From an optimization exercise on the open Yosys and OpenROAD flow, aimed at small area and a short achievable clock period; shortcuts taken in it are not production practice. Where RTL was checked, it was by simulation tests only, not by an equivalence proof against the original.

==> sierra <==
Design matrix_multiplier, start of the top module:
module matrix_multiplier (
    input clk,
    input reset,
    input start,
    input [7:0] in,
    output reg [15:0] o,
    output reg done
);
    reg [4:0] cnt;
    wire busy = cnt != 5'd0;
    wire [7:0] in_n = ~in;    
    reg [7:0] r0 [0:2];
    reg [7:0] r1 [0:2];
    reg [7:0] r2 [0:2];
    wire load_b0 = cnt >= 5'd10 && cnt <= 5'd12;
    wire load_b1 = cnt >= 5'd13 && cnt <= 5'd15;
    wire load_b2 = cnt >= 5'd16 && cnt <= 5'd18;
    always @(posedge clk) begin
        r0[0] <= load_b0 ? in_n : r0[2];
        r1[0] <= load_b1 ? in_n : r1[2];
        r2[0] <= load_b2 ? in_n : r2[2];
        r0[1] <= r0[0]; r0[2] <= r0[1];
        r1[1] <= r1[0]; r1[2] <= r1[1];
        r2[1] <= r2[0]; r2[2] <= r2[1];
    end
    reg [7:0] a0 [0:2];
    always @(posedge clk)
        if (cnt == 5'd1 || cnt == 5'd4 || cnt == 5'd7 || cnt == 5'd20 || cnt == 5'd23) begin
            a0[0] <= a0[1]; a0[1] <= a0[2]; a0[2] <= in_n;
        end
    reg [7:0] a1 [0:2];
    always @(posedge clk)
        if (cnt == 5'd2 || cnt == 5'd5 || cnt == 5'd8 || cnt == 5'd21 || cnt == 5'd24) begin
            a1[0] <= a1[1]; a1[1] <= a1[2]; a1[2] <= in_n;
        end
    reg [7:0] a2 [0:2];
    always @(posedge clk)
        if (cnt == 5'd3 || cnt == 5'd6 || cnt == 5'd9 || cnt == 5'd22 || cnt == 5'd25) begin
            a2[0] <= a2[1]; a2[1] <= a2[2]; a2[2] <= in_n;
        end
    wire [7:0] ha0 = a0[0];           
    wire [7:0] b0 = r0[1];            
    wire [7:0] ha1 = a1[0];           
    wire [7:0] b1 = r1[2];            
    wire [7:0] ha2 = a2[0];           
  ...
Settings: LEC_CHECK=0, CAP_MARGIN=20, CORE_MARGIN=2, CORE_UTILIZATION=40, CTS_BUF_LIST=sky130_fd_sc_hd__clkbuf_8, CTS_CLUSTER_DIAMETER=60, CTS_CLUSTER_SIZE=20, PLACE_DENSITY=0.8, SLEW_MARGIN=20, SYNTH_HIERARCHICAL=1, SYNTH_MINIMUM_KEEP_SIZE=0; clock period 8.0 ns.
standard.sh (not shown) runs the stock make flow with config.mk's settings and CLKGATE_MAP_FILE= SYNTH_SCRIPT=/design/flow/synth_recipe.tcl, a recipe that flattens the netlist after the stock synthesis.
==> flow/flow/run.sh <==
#!/bin/bash
# The standard layout flow with these changes in how the layout is made (the
# clock period and the constraints stay the design's): the ports are buffered
# with buf_2 cells, and clock tree synthesis adds no dummy loads. The make
# output goes to standard.log; each ORFS step keeps its own log under orfs/logs.
set -euo pipefail
bash standard.sh SETUP_SLACK_MARGIN=5.35 MATCH_CELL_FOOTPRINT=0 \
    "BUFFER_PORTS_ARGS=-buffer_cell sky130_fd_sc_hd__buf_2" \
    "CTS_ARGS=-sink_clustering_enable -repair_clock_nets -dont_use_dummy_load -buf_list sky130_fd_sc_hd__clkbuf_8 -sink_clustering_size 20 -sink_clustering_max_diameter 60" \
    finish > standard.log 2>&1
==> inputs of lagoon, as changes to sierra <==
--- a/flow/flow/run.sh
+++ b/flow/flow/run.sh
@@ -6,3 +6,3 @@
 set -euo pipefail
-bash standard.sh SETUP_SLACK_MARGIN=5.35 MATCH_CELL_FOOTPRINT=0 \
+bash standard.sh SETUP_SLACK_MARGIN=5 \
     "BUFFER_PORTS_ARGS=-buffer_cell sky130_fd_sc_hd__buf_2" \
==> inputs of quartz, as changes to sierra <==
--- a/flow/flow/run.sh
+++ b/flow/flow/run.sh
@@ -6,3 +6,3 @@
 set -euo pipefail
-bash standard.sh SETUP_SLACK_MARGIN=5.35 MATCH_CELL_FOOTPRINT=0 \
+bash standard.sh SETUP_SLACK_MARGIN=5.25 MATCH_CELL_FOOTPRINT=0 \
     "BUFFER_PORTS_ARGS=-buffer_cell sky130_fd_sc_hd__buf_2" \
==> notes.md <==
status=finished clean; Multi-input gate area=0.00535 mm²; setup ws final=5260 ps; Design Area, Final=0.0121 mm²; Setup Buffers After CTS=0; CTS clk-pin slew, worst paths=110 ps; fin util=42.6%; fraction of area in multi-input gates=44.1%
That was lagoon.
==> notes.md <==
Hold Vio Cnt, Final=0; NonClk Buf Share=2.85%; status=finished clean; Distinct cells, synth=48; Setup Buffers After CTS=0; worst rel slew slack=41.6%; CTS clk-pin slew, worst paths=110 ps; Hold EP=r0[1][2]
That was quartz.
==> notes.md <==
setup ws final=5340 ps; Setup Buffers After CTS=26; status=finished clean; Multi-input gate area=0.00555 mm²; Design Area, Final=0.0127 mm²; fraction of area in multi-input gates=43.5%; CTS clk-pin slew, worst paths=120 ps
That was sierra.

---

==> run a <==
matrix_multiplier, a different RTL version from the one above (not shown whole).
make LEC_CHECK=0 CAP_MARGIN=20 CORE_MARGIN=2 CORE_UTILIZATION=40 CTS_BUF_LIST=sky130_fd_sc_hd__clkbuf_8 CTS_CLUSTER_DIAMETER=60 CTS_CLUSTER_SIZE=20 SETUP_SLACK_MARGIN=5 SLEW_MARGIN=20 SYNTH_HIERARCHICAL=1 SYNTH_MINIMUM_KEEP_SIZE=0 finish   # period 8.0 ns
run.sh (not shown) runs the stock make flow with config.mk's settings and CLKGATE_MAP_FILE= SYNTH_SCRIPT=/design/flow/synth_recipe.tcl, a recipe that flattens the netlist after the stock synthesis.
Stock flow here: none of the scripts above is used.
==> run b: changes against run a <==
==> flow/flow/run.sh (new file) <==
#!/bin/bash
# The standard layout flow with these changes in how the layout is made (the
# clock period and the constraints stay the design's): the ports are buffered
# with buf_2 cells, and clock tree synthesis adds no dummy loads. The make
# output goes to standard.log; each ORFS step keeps its own log under orfs/logs.
set -euo pipefail
bash standard.sh SETUP_SLACK_MARGIN=5 \
    "BUFFER_PORTS_ARGS=-buffer_cell sky130_fd_sc_hd__buf_2" \
    "CTS_ARGS=-sink_clustering_enable -repair_clock_nets -dont_use_dummy_load -buf_list sky130_fd_sc_hd__clkbuf_8 -sink_clustering_size 20 -sink_clustering_max_diameter 60" \
    finish > standard.log 2>&1
==> flow/standard.sh (new file) <==
#!/bin/bash
# synth_recipe.tcl (not shown) runs the flow's synth.tcl, then flattens the netlist and writes it again
# the make line also repeats each setting of config.mk as NAME=value (left out here)
make -C /OpenROAD-flow-scripts/flow DESIGN_CONFIG=/design/flow/config.mk WORK_HOME=/design/flow/orfs CLKGATE_MAP_FILE= SYNTH_SCRIPT=/design/flow/synth_recipe.tcl "${@:-finish}"
--- a/flow/config.mk
+++ b/flow/config.mk
@@ -9,3 +9,3 @@
 export CORE_MARGIN = 2
-export CORE_UTILIZATION = 40
+export CORE_UTILIZATION = 50
 export CTS_BUF_LIST = sky130_fd_sc_hd__clkbuf_8
@@ -13,3 +13,2 @@
 export CTS_CLUSTER_SIZE = 20
-export SETUP_SLACK_MARGIN = 5
 export SLEW_MARGIN = 20
removed: flow/run.sh
==> run c: changes against run a <==
==> flow/flow/run.sh (new file) <==
#!/bin/bash
# The standard layout flow with these changes in how the layout is made (the
# clock period and the constraints stay the design's): the ports are buffered
# with buf_1 cells, and clock tree synthesis adds no dummy loads. The make
# output goes to standard.log; each ORFS step keeps its own log under orfs/logs.
set -euo pipefail
bash standard.sh SETUP_SLACK_MARGIN=5 \
    "BUFFER_PORTS_ARGS=-buffer_cell sky130_fd_sc_hd__buf_1" \
    "CTS_ARGS=-sink_clustering_enable -repair_clock_nets -dont_use_dummy_load -buf_list sky130_fd_sc_hd__clkbuf_8 -sink_clustering_size 20 -sink_clustering_max_diameter 60" \
    finish > standard.log 2>&1
==> flow/standard.sh (new file) <==
#!/bin/bash
# synth_recipe.tcl (not shown) runs the flow's synth.tcl, then flattens the netlist and writes it again
# the make line also repeats each setting of config.mk as NAME=value (left out here)
make -C /OpenROAD-flow-scripts/flow DESIGN_CONFIG=/design/flow/config.mk WORK_HOME=/design/flow/orfs CLKGATE_MAP_FILE= SYNTH_SCRIPT=/design/flow/synth_recipe.tcl "${@:-finish}"
--- a/flow/config.mk
+++ b/flow/config.mk
@@ -13,3 +13,2 @@
 export CTS_CLUSTER_SIZE = 20
-export SETUP_SLACK_MARGIN = 5
 export SLEW_MARGIN = 20
removed: flow/run.sh
==> results.py <==
metrics = {
    "status": {
        "status": "complete, no violations",
    },
    "floorplanning": {
        "core-area_sq_mm": 0.0296,
        "start_util_pct": 40.5,
        "dieArea_sq_mm": 0.0314,
    },
    "route": {
        "via_per_inst": 4.78,
    },
    "layout": {
        "area_growth_pct": 5.62,
    },
    "critical_path": {
        "rrSetupSlack_ns": 5.15,
    },
    "sta": {
        "period_needed_ns": 2.85,
    },
    "global_routing": {
        "grt_usage_pct": 14.5,
        "grt_pass1_vias": 6751,
    },
}
-- figures above: run c

==> results.py <==
metrics = {
    "layout": {
        "area_growth_pct": 5.39,
        "top_area_cell_class": "sequential cells",
    },
    "place": {
        "dp_hpwl_microns": 16400,
    },
    "global_routing": {
        "grt_usage_pct": 17.4,
        "grt_use_met2_pct": 28.7,
        "top_usage_layer": "met2",
    },
    "route": {
        "wl_per_cell_microns": 17.3,
    },
    "critical_path": {
        "rrSetupSlack_ns": 5.16,
    },
    "floorplanning": {
        "die_w_microns": 159,
        "start_util_pct": 51.0,
        "core-area_sq_mm": 0.0235,
        "dieArea_sq_mm": 0.0253,
    },
    "sta": {
        "period_needed_ns": 2.84,
        "clock_skew_ns": 0.0583,
    },
    "status": {
        "status": "complete, no violations",
    },
}
-- figures above: run b

==> results.py <==
metrics = {
    "route": {
        "via_per_inst": 4.84,
        "drcViolationCount": 0,
    },
    "global_routing": {
        "grt_pass1_vias": 6966,
        "grt_usage_pct": 14.4,
    },
    "floorplanning": {
        "core-area_sq_mm": 0.0296,
        "dieArea_sq_mm": 0.0314,
    },
    "critical_path": {
        "rrSetupSlack_ns": 5.20,
        "crit_cells": 1,
    },
    "sta": {
        "period_needed_ns": 2.81,
    },
    "place": {
        "place_congestion": 0.831,
    },
    "clock_tree": {
        "clk_pin_slew_ns": 0.12,
    },
    "layout": {
        "area_growth_pct": 8.93,
    },
    "status": {
        "status": "complete, no violations",
    },
}
-- figures above: run a


---

==> fjord: inputs <==
matrix_multiplier, a different RTL version from the one above (not shown whole).
==> flow/config.mk <==
export PLATFORM = sky130hd
export DESIGN_NAME = matrix_multiplier
export DESIGN_NICKNAME = matrix_multiplier
export VERILOG_FILES = /design/flow/design.v
export SDC_FILE = /design/flow/constraint.sdc
export NUM_CORES = 4
export LEC_CHECK = 0
export CAP_MARGIN = 20
export CORE_MARGIN = 2
export CORE_UTILIZATION = 40
export CTS_BUF_LIST = sky130_fd_sc_hd__clkbuf_8
export CTS_CLUSTER_DIAMETER = 60
export CTS_CLUSTER_SIZE = 20
export SLEW_MARGIN = 20
export SYNTH_HIERARCHICAL = 1
export SYNTH_MINIMUM_KEEP_SIZE = 0
==> flow/constraint.sdc <==
create_clock -name core_clock -period 8.0 [get_ports {clk}]
set_input_delay 1.6000 -clock core_clock [delete_from_list [all_inputs] [get_ports {clk}]]
set_output_delay 1.6000 -clock core_clock [all_outputs]
set_load 0.01 [all_outputs]
standard.sh (not shown) runs the stock make flow with config.mk's settings and CLKGATE_MAP_FILE= SYNTH_SCRIPT=/design/flow/synth_recipe.tcl, a recipe that flattens the netlist after the stock synthesis.
==> flow/flow/run.sh <==
#!/bin/bash
# The standard layout flow with these changes in how the layout is made (the
# clock period and the constraints stay the design's): the ports are buffered
# with buf_2 cells, and clock tree synthesis adds no dummy loads. The make
# output goes to standard.log; each ORFS step keeps its own log under orfs/logs.
set -euo pipefail
bash standard.sh SETUP_SLACK_MARGIN=5 \
    "BUFFER_PORTS_ARGS=-buffer_cell sky130_fd_sc_hd__buf_2" \
    "CTS_ARGS=-sink_clustering_enable -repair_clock_nets -dont_use_dummy_load -buf_list {sky130_fd_sc_hd__clkbuf_4 sky130_fd_sc_hd__clkbuf_8} -sink_clustering_size 12 -sink_clustering_max_diameter 50" \
    finish > standard.log 2>&1
==> inputs of xenon, as changes to fjord <==
--- a/flow/design.v
+++ b/flow/design.v
@@ -39,18 +39,17 @@
             a2[0] <= a2[1]; a2[1] <= a2[2]; a2[2] <= in_n;
         end
     wire [7:0] ha0 = a0[0];           
     wire [7:0] b0 = r0[1];            
     wire [7:0] ha1 = a1[0];           
     wire [7:0] b1 = r1[2];            
     wire [7:0] ha2 = a2[0];           
     wire [7:0] b2 = r2[0];            
-    reg a1e_next;
-    always @(posedge clk) a1e_next <= cnt == 5'd20 || cnt == 5'd23;
+    wire a1e_next = cnt == 5'd21 || cnt == 5'd24;
     wire ha1e = a1e_next ? a1[1][7] : a1[0][7];
     wire b1e = r1[1][0];
     wire s0_1 = ~(ha0[0] | b0[6]) ^ ~(ha0[1] | b0[5]);
     wire s0_2 = ~(ha0[0] | b0[6]) & ~(ha0[1] | b0[5]);
     wire s0_3, s0_4;
     fadd u_s0_3 (~(ha0[0] | b0[7]), ~(ha0[1] | b0[6]), ~(ha0[2] | b0[5]), s0_3, s0_4);
     wire s0_5, s0_6;
     fadd u_s0_5 (~(ha0[3] | b0[4]), ~(ha0[4] | b0[3]), ~(ha0[5] | b0[2]), s0_5, s0_6);
@@ -295,18 +294,17 @@
     wire s1_129, s1_130;
     fadd u_s1_129 (s1_100, s1_101, s1_73, s1_129, s1_130);
     wire s1_131, s1_132;
     fadd u_s1_131 (s1_102, s1_103, s1_77, s1_131, s1_132);
     wire s1_133, s1_134;
     fadd u_s1_133 (s1_104, s1_105, ~(ha1[7] | b1[6]), s1_133, s1_134);
     wire s1_135, s1_136;
     fadd u_s1_135 (s1_106, s1_107, ~(ha1[7] | b1[7]), s1_135, s1_136);
-    wire s1_137 = s1_136 ^ s1_108;
-    reg q1_s0, q1_c0, q1_s1, q1_c1, q1_s2, q1_c2, q1_s3, q1_c3, q1_s4, q1_c4, q1_s5, q1_c5, q1_s6, q1_c6, q1_s7, q1_c7, q1_s8, q1_c8, q1_s9, q1_c9, q1_s10, q1_c10, q1_s11, q1_c11, q1_s12, q1_c12, q1_s13, q1_c13, q1_s14, q1_c14, q1_s15;
+    reg q1_s0, q1_c0, q1_s1, q1_c1, q1_s2, q1_c2, q1_s3, q1_c3, q1_s4, q1_c4, q1_s5, q1_c5, q1_s6, q1_c6, q1_s7, q1_c7, q1_s8, q1_c8, q1_s9, q1_c9, q1_s10, q1_c10, q1_s11, q1_c11, q1_s12, q1_c12, q1_s13, q1_c13, q1_s14, q1_c14, q1_s15, q1_c15;
     always @(posedge clk) begin
         q1_s0 <= q0_s0;
         q1_c0 <= ~(ha1[0] | b1[0]);
         q1_s1 <= s1_109;
         q1_c1 <= ~(ha1[1] | b1[0]);
         q1_s2 <= s1_110;
         q1_c2 <= s1_111;
         q1_s3 <= s1_112;
@@ -328,17 +326,18 @@
         q1_s11 <= s1_128;
         q1_c11 <= s1_129;
         q1_s12 <= s1_130;
         q1_c12 <= s1_131;
         q1_s13 <= s1_132;
         q1_c13 <= s1_133;
         q1_s14 <= s1_134;
         q1_c14 <= s1_135;
-        q1_s15 <= s1_137;
+        q1_s15 <= s1_136;
+        q1_c15 <= s1_108;
     end
     wire s2_1 = q1_s4 ^ q1_c4;
     wire s2_2 = q1_s4 & q1_c4;
     wire s2_3, s2_4;
     fadd u_s2_3 (q1_s5, q1_c5, ~(ha2[0] | b2[5]), s2_3, s2_4);
     wire s2_5 = ~(ha2[1] | b2[4]) ^ ~(ha2[2] | b2[3]);
     wire s2_6 = ~(ha2[1] | b2[4]) & ~(ha2[2] | b2[3]);
     wire s2_7, s2_8;
@@ -468,19 +467,19 @@
     wire s2_131, s2_132;
     fadd u_s2_131 (s2_100, s2_101, s2_73, s2_131, s2_132);
     wire s2_133, s2_134;
     fadd u_s2_133 (s2_102, s2_103, s2_77, s2_133, s2_134);
     wire s2_135, s2_136;
     fadd u_s2_135 (s2_104, s2_105, ~(ha2[7] | b2[6]), s2_135, s2_136);
     wire s2_137, s2_138;
     fadd u_s2_137 (s2_106, s2_107, ~(ha2[7] | b2[7]), s2_137, s2_138);
-    wire s2_139 = s2_108 ^ q1_s15;
-    wire s2_140 = s2_138 ^ s2_139;
-    reg q2_s0, q2_c0, q2_s1, q2_c1, q2_s2, q2_c2, q2_s3, q2_c3, q2_s4, q2_c4, q2_s5, q2_c5, q2_s6, q2_c6, q2_s7, q2_c7, q2_s8, q2_c8, q2_s9, q2_c9, q2_s10, q2_c10, q2_s11, q2_c11, q2_s12, q2_c12, q2_s13, q2_c13, q2_s14, q2_c14, q2_s15, q2_x7;
+    wire s2_139, s2_140;
+    fadd u_s2_139 (s2_108, q1_s15, q1_c15, s2_139, s2_140);
+    reg q2_s0, q2_c0, q2_s1, q2_c1, q2_s2, q2_c2, q2_s3, q2_c3, q2_s4, q2_c4, q2_s5, q2_c5, q2_s6, q2_c6, q2_s7, q2_c7, q2_s8, q2_c8, q2_s9, q2_c9, q2_s10, q2_c10, q2_s11, q2_c11, q2_s12, q2_c12, q2_s13, q2_c13, q2_s14, q2_c14, q2_s15, q2_c15, q2_x7;
     always @(posedge clk) begin
         q2_s0 <= s2_109;
         q2_c0 <= ~(ha2[0] | b2[0]);
         q2_s1 <= s2_110;
         q2_c1 <= s2_111;
         q2_s2 <= s2_112;
         q2_c2 <= s2_113;
         q2_s3 <= s2_114;
@@ -502,21 +501,22 @@
         q2_s11 <= s2_130;
         q2_c11 <= s2_131;
         q2_s12 <= s2_132;
         q2_c12 <= s2_133;
         q2_s13 <= s2_134;
         q2_c13 <= s2_135;
         q2_s14 <= s2_136;
         q2_c14 <= s2_137;
-        q2_s15 <= s2_140;
+        q2_s15 <= s2_138;
+        q2_c15 <= s2_139;
         q2_x7 <= ~(ha2[7] | b2[0]);
     end
     wire [15:0] sum_s = {q2_s15, q2_s14, q2_s13, q2_s12, q2_s11, q2_s10, q2_s9, q2_s8, q2_s7, q2_s6, q2_s5, q2_s4, q2_s3, q2_s2, q2_s1, q2_s0};
-    wire [15:0] sum_c = {1'b0, q2_c14, q2_c13, q2_c12, q2_c11, q2_c10, q2_c9, q2_c8, q2_c7, q2_c6, q2_c5, q2_c4, q2_c3, q2_c2, q2_c1, q2_c0};
+    wire [15:0] sum_c = {q2_c15, q2_c14, q2_c13, q2_c12, q2_c11, q2_c10, q2_c9, q2_c8, q2_c7, q2_c6, q2_c5, q2_c4, q2_c3, q2_c2, q2_c1, q2_c0};
     wire [15:0] sum = sum_s + sum_c + {8'd0, q2_x7, 7'd0};
     wire valid = cnt >= 5'd21 && cnt <= 5'd29;
     always @(posedge clk or posedge reset) begin
         if (reset) begin
             cnt  <= 5'd0;
             o    <= 16'd0;
             done <= 1'b0;
         end else begin
==> flow/run.sh (new file) <==
#!/bin/bash
# synth_recipe.tcl (not shown) runs the flow's synth.tcl, then flattens the netlist and writes it again
# the make line also repeats each setting of config.mk as NAME=value (left out here)
make -C /OpenROAD-flow-scripts/flow DESIGN_CONFIG=/design/flow/config.mk WORK_HOME=/design/flow/orfs CLKGATE_MAP_FILE= SYNTH_SCRIPT=/design/flow/synth_recipe.tcl finish
--- a/flow/config.mk
+++ b/flow/config.mk
@@ -6,11 +6,12 @@
 export NUM_CORES = 4
 export LEC_CHECK = 0
 export CAP_MARGIN = 20
 export CORE_MARGIN = 2
 export CORE_UTILIZATION = 40
 export CTS_BUF_LIST = sky130_fd_sc_hd__clkbuf_8
 export CTS_CLUSTER_DIAMETER = 60
 export CTS_CLUSTER_SIZE = 20
+export SETUP_SLACK_MARGIN = 5
 export SLEW_MARGIN = 20
 export SYNTH_HIERARCHICAL = 1
 export SYNTH_MINIMUM_KEEP_SIZE = 0
removed: flow/flow/run.sh
removed: flow/standard.sh
==> inputs of amber, as changes to fjord <==
--- a/flow/design.v
+++ b/flow/design.v
@@ -295,18 +295,17 @@
     wire s1_129, s1_130;
     fadd u_s1_129 (s1_100, s1_101, s1_73, s1_129, s1_130);
     wire s1_131, s1_132;
     fadd u_s1_131 (s1_102, s1_103, s1_77, s1_131, s1_132);
     wire s1_133, s1_134;
     fadd u_s1_133 (s1_104, s1_105, ~(ha1[7] | b1[6]), s1_133, s1_134);
     wire s1_135, s1_136;
     fadd u_s1_135 (s1_106, s1_107, ~(ha1[7] | b1[7]), s1_135, s1_136);
-    wire s1_137 = s1_136 ^ s1_108;
-    reg q1_s0, q1_c0, q1_s1, q1_c1, q1_s2, q1_c2, q1_s3, q1_c3, q1_s4, q1_c4, q1_s5, q1_c5, q1_s6, q1_c6, q1_s7, q1_c7, q1_s8, q1_c8, q1_s9, q1_c9, q1_s10, q1_c10, q1_s11, q1_c11, q1_s12, q1_c12, q1_s13, q1_c13, q1_s14, q1_c14, q1_s15;
+    reg q1_s0, q1_c0, q1_s1, q1_c1, q1_s2, q1_c2, q1_s3, q1_c3, q1_s4, q1_c4, q1_s5, q1_c5, q1_s6, q1_c6, q1_s7, q1_c7, q1_s8, q1_c8, q1_s9, q1_c9, q1_s10, q1_c10, q1_s11, q1_c11, q1_s12, q1_c12, q1_s13, q1_c13, q1_s14, q1_c14, q1_s15, q1_c15;
     always @(posedge clk) begin
         q1_s0 <= q0_s0;
         q1_c0 <= ~(ha1[0] | b1[0]);
         q1_s1 <= s1_109;
         q1_c1 <= ~(ha1[1] | b1[0]);
         q1_s2 <= s1_110;
         q1_c2 <= s1_111;
         q1_s3 <= s1_112;
@@ -328,17 +327,18 @@
         q1_s11 <= s1_128;
         q1_c11 <= s1_129;
         q1_s12 <= s1_130;
         q1_c12 <= s1_131;
         q1_s13 <= s1_132;
         q1_c13 <= s1_133;
         q1_s14 <= s1_134;
         q1_c14 <= s1_135;
-        q1_s15 <= s1_137;
+        q1_s15 <= s1_136;
+        q1_c15 <= s1_108;
     end
     wire s2_1 = q1_s4 ^ q1_c4;
     wire s2_2 = q1_s4 & q1_c4;
     wire s2_3, s2_4;
     fadd u_s2_3 (q1_s5, q1_c5, ~(ha2[0] | b2[5]), s2_3, s2_4);
     wire s2_5 = ~(ha2[1] | b2[4]) ^ ~(ha2[2] | b2[3]);
     wire s2_6 = ~(ha2[1] | b2[4]) & ~(ha2[2] | b2[3]);
     wire s2_7, s2_8;
@@ -468,19 +468,19 @@
     wire s2_131, s2_132;
     fadd u_s2_131 (s2_100, s2_101, s2_73, s2_131, s2_132);
     wire s2_133, s2_134;
     fadd u_s2_133 (s2_102, s2_103, s2_77, s2_133, s2_134);
     wire s2_135, s2_136;
     fadd u_s2_135 (s2_104, s2_105, ~(ha2[7] | b2[6]), s2_135, s2_136);
     wire s2_137, s2_138;
     fadd u_s2_137 (s2_106, s2_107, ~(ha2[7] | b2[7]), s2_137, s2_138);
-    wire s2_139 = s2_108 ^ q1_s15;
-    wire s2_140 = s2_138 ^ s2_139;
-    reg q2_s0, q2_c0, q2_s1, q2_c1, q2_s2, q2_c2, q2_s3, q2_c3, q2_s4, q2_c4, q2_s5, q2_c5, q2_s6, q2_c6, q2_s7, q2_c7, q2_s8, q2_c8, q2_s9, q2_c9, q2_s10, q2_c10, q2_s11, q2_c11, q2_s12, q2_c12, q2_s13, q2_c13, q2_s14, q2_c14, q2_s15, q2_x7;
+    wire s2_139, s2_140;
+    fadd u_s2_139 (s2_108, q1_s15, q1_c15, s2_139, s2_140);
+    reg q2_s0, q2_c0, q2_s1, q2_c1, q2_s2, q2_c2, q2_s3, q2_c3, q2_s4, q2_c4, q2_s5, q2_c5, q2_s6, q2_c6, q2_s7, q2_c7, q2_s8, q2_c8, q2_s9, q2_c9, q2_s10, q2_c10, q2_s11, q2_c11, q2_s12, q2_c12, q2_s13, q2_c13, q2_s14, q2_c14, q2_s15, q2_c15, q2_x7;
     always @(posedge clk) begin
         q2_s0 <= s2_109;
         q2_c0 <= ~(ha2[0] | b2[0]);
         q2_s1 <= s2_110;
         q2_c1 <= s2_111;
         q2_s2 <= s2_112;
         q2_c2 <= s2_113;
         q2_s3 <= s2_114;
@@ -502,21 +502,22 @@
         q2_s11 <= s2_130;
         q2_c11 <= s2_131;
         q2_s12 <= s2_132;
         q2_c12 <= s2_133;
         q2_s13 <= s2_134;
         q2_c13 <= s2_135;
         q2_s14 <= s2_136;
         q2_c14 <= s2_137;
-        q2_s15 <= s2_140;
+        q2_s15 <= s2_138;
+        q2_c15 <= s2_139;
         q2_x7 <= ~(ha2[7] | b2[0]);
     end
     wire [15:0] sum_s = {q2_s15, q2_s14, q2_s13, q2_s12, q2_s11, q2_s10, q2_s9, q2_s8, q2_s7, q2_s6, q2_s5, q2_s4, q2_s3, q2_s2, q2_s1, q2_s0};
-    wire [15:0] sum_c = {1'b0, q2_c14, q2_c13, q2_c12, q2_c11, q2_c10, q2_c9, q2_c8, q2_c7, q2_c6, q2_c5, q2_c4, q2_c3, q2_c2, q2_c1, q2_c0};
+    wire [15:0] sum_c = {q2_c15, q2_c14, q2_c13, q2_c12, q2_c11, q2_c10, q2_c9, q2_c8, q2_c7, q2_c6, q2_c5, q2_c4, q2_c3, q2_c2, q2_c1, q2_c0};
     wire [15:0] sum = sum_s + sum_c + {8'd0, q2_x7, 7'd0};
     wire valid = cnt >= 5'd21 && cnt <= 5'd29;
     always @(posedge clk or posedge reset) begin
         if (reset) begin
             cnt  <= 5'd0;
             o    <= 16'd0;
             done <= 1'b0;
         end else begin
==> flow/flow/run.sh (replaced) <==
#!/bin/bash
# The standard layout flow with these changes in how the layout is made (the
# clock period and the constraints stay the design's): the ports are buffered
# with buf_2 cells, and clock tree synthesis adds no dummy loads. The make
# output goes to standard.log; each ORFS step keeps its own log under orfs/logs.
set -euo pipefail
bash standard.sh SETUP_SLACK_MARGIN=5 \
    "BUFFER_PORTS_ARGS=-buffer_cell sky130_fd_sc_hd__buf_2" \
    "CTS_ARGS=-sink_clustering_enable -repair_clock_nets -dont_use_dummy_load -buf_list sky130_fd_sc_hd__clkbuf_8 -sink_clustering_size 20 -sink_clustering_max_diameter 60" \
    finish > standard.log 2>&1
==> results.ini <==
[outcome]
outcome = no timing/DRC/antenna violations

[sta]
period_minus_slack_ps = 2810

[clock_tree]
cts.clk_slew.worst_paths_ps = 70
numCtsBuffers = 28

[global_routing]
grt_usage_pct = 14.2

[layout]
areaGrowthSynthToFinish_pct = 6.88
final_area_um2 = 12700
layout.nonclk_buf_share_pct = 1.24

[drt]
wl_per_cell_um = 16.2
wl_met3_um = 672
wl_um = 21200

the above is filed under fjord

==> results.ini <==
[outcome]
outcome = no timing/DRC/antenna violations

[clock_tree]
numCtsBuffers = 21
cts_sinks = 261
cts.clk_slew.worst_paths_ps = 110

[sta]
period_minus_slack_ps = 2840
worst_pin_slew_ps = 847
timing.hold.ws_ps = 327

[layout]
drive_gt1_share_pct = 6.55
sh_seq_area_pct = 47.5
layout.nonclk_buf_share_pct = 1.24
areaGrowthSynthToFinish_pct = 6.02

[drt]
wl_per_cell_um = 16.7
wl_um = 21700
wl_met3_um = 782

[critical_path]
crit_path_frequent_cell = fa_1

the above is filed under amber

==> results.ini <==
[outcome]
outcome = no timing/DRC/antenna violations

[layout]
final_area_um2 = 13100
layout.nonclk_buf_share_pct = 2.28
areaGrowthSynthToFinish_pct = 9.40

[global_routing]
grt_usage_pct = 14.1

[drt]
wl_met3_um = 720
wl_per_cell_um = 15.7

[clock_tree]
cts.clk_slew.worst_paths_ps = 100
numCtsBuffers = 22

[sta]
period_minus_slack_ps = 2830

the above is filed under xenon

Function not checked in xenon: the RTL went through the layout flow alone.

re-timing with driven ports:
In the flow no input, the clock included, has a driving cell. The finished layouts below were timed again as built, in two steps.
Step 1 assumes that a clkbuf_16 drives the clock port and a buf_2 every other input.
Step 2 times the ports against the registers' clock, not the clock port: input delays grow and output delays shrink by t, the midpoint of the rising clock arrivals with the driver on.
Three values: ideal ports, drivers, drivers and shift; two values: the first two.
| run | t (ns) | slack for setup (ns) | clock arrival spread, ns | worst slew at a driven data input, ns | cell pins on the clock port's net |
|---|---|---|---|---|---|
| sierra | 0.546 | 5.343 / 5.331 / 5.343 | 0.041 / 0.042 | 0.03 | 1 |
| lagoon | 0.543 | 5.264 / 5.264 / 5.264 | 0.041 / 0.041 | 0.03 | 1 |
| quartz | 0.542 | 5.291 / 5.291 / 5.291 | 0.039 / 0.039 | 0.03 | 1 |
| run a | 0.598 | 5.191 / 5.147 / 5.153 | 0.025 / 0.026 | 0.04 | 1 |
| run b | 0.557 | 5.160 / 5.160 / 5.160 | 0.059 / 0.059 | 0.03 | 1 |
| run c | 0.565 | 5.152 / 5.152 / 5.152 | 0.055 / 0.055 | 0.04 | 1 |
| fjord | 0.575 | 5.194 / 5.194 / 5.194 | 0.060 / 0.060 | 0.04 | 1 |
| xenon | 0.583 | 5.165 / 5.165 / 5.165 | 0.028 / 0.027 | 0.03 | 1 |
| amber | 0.558 | 5.156 / 5.156 / 5.156 | 0.061 / 0.061 | 0.04 | 1 |
After both steps setup and hold are still met in every run listed. The setup slack of run a, which loses most, moves by -0.044 ns with the drivers and by -0.038 ns with both steps.
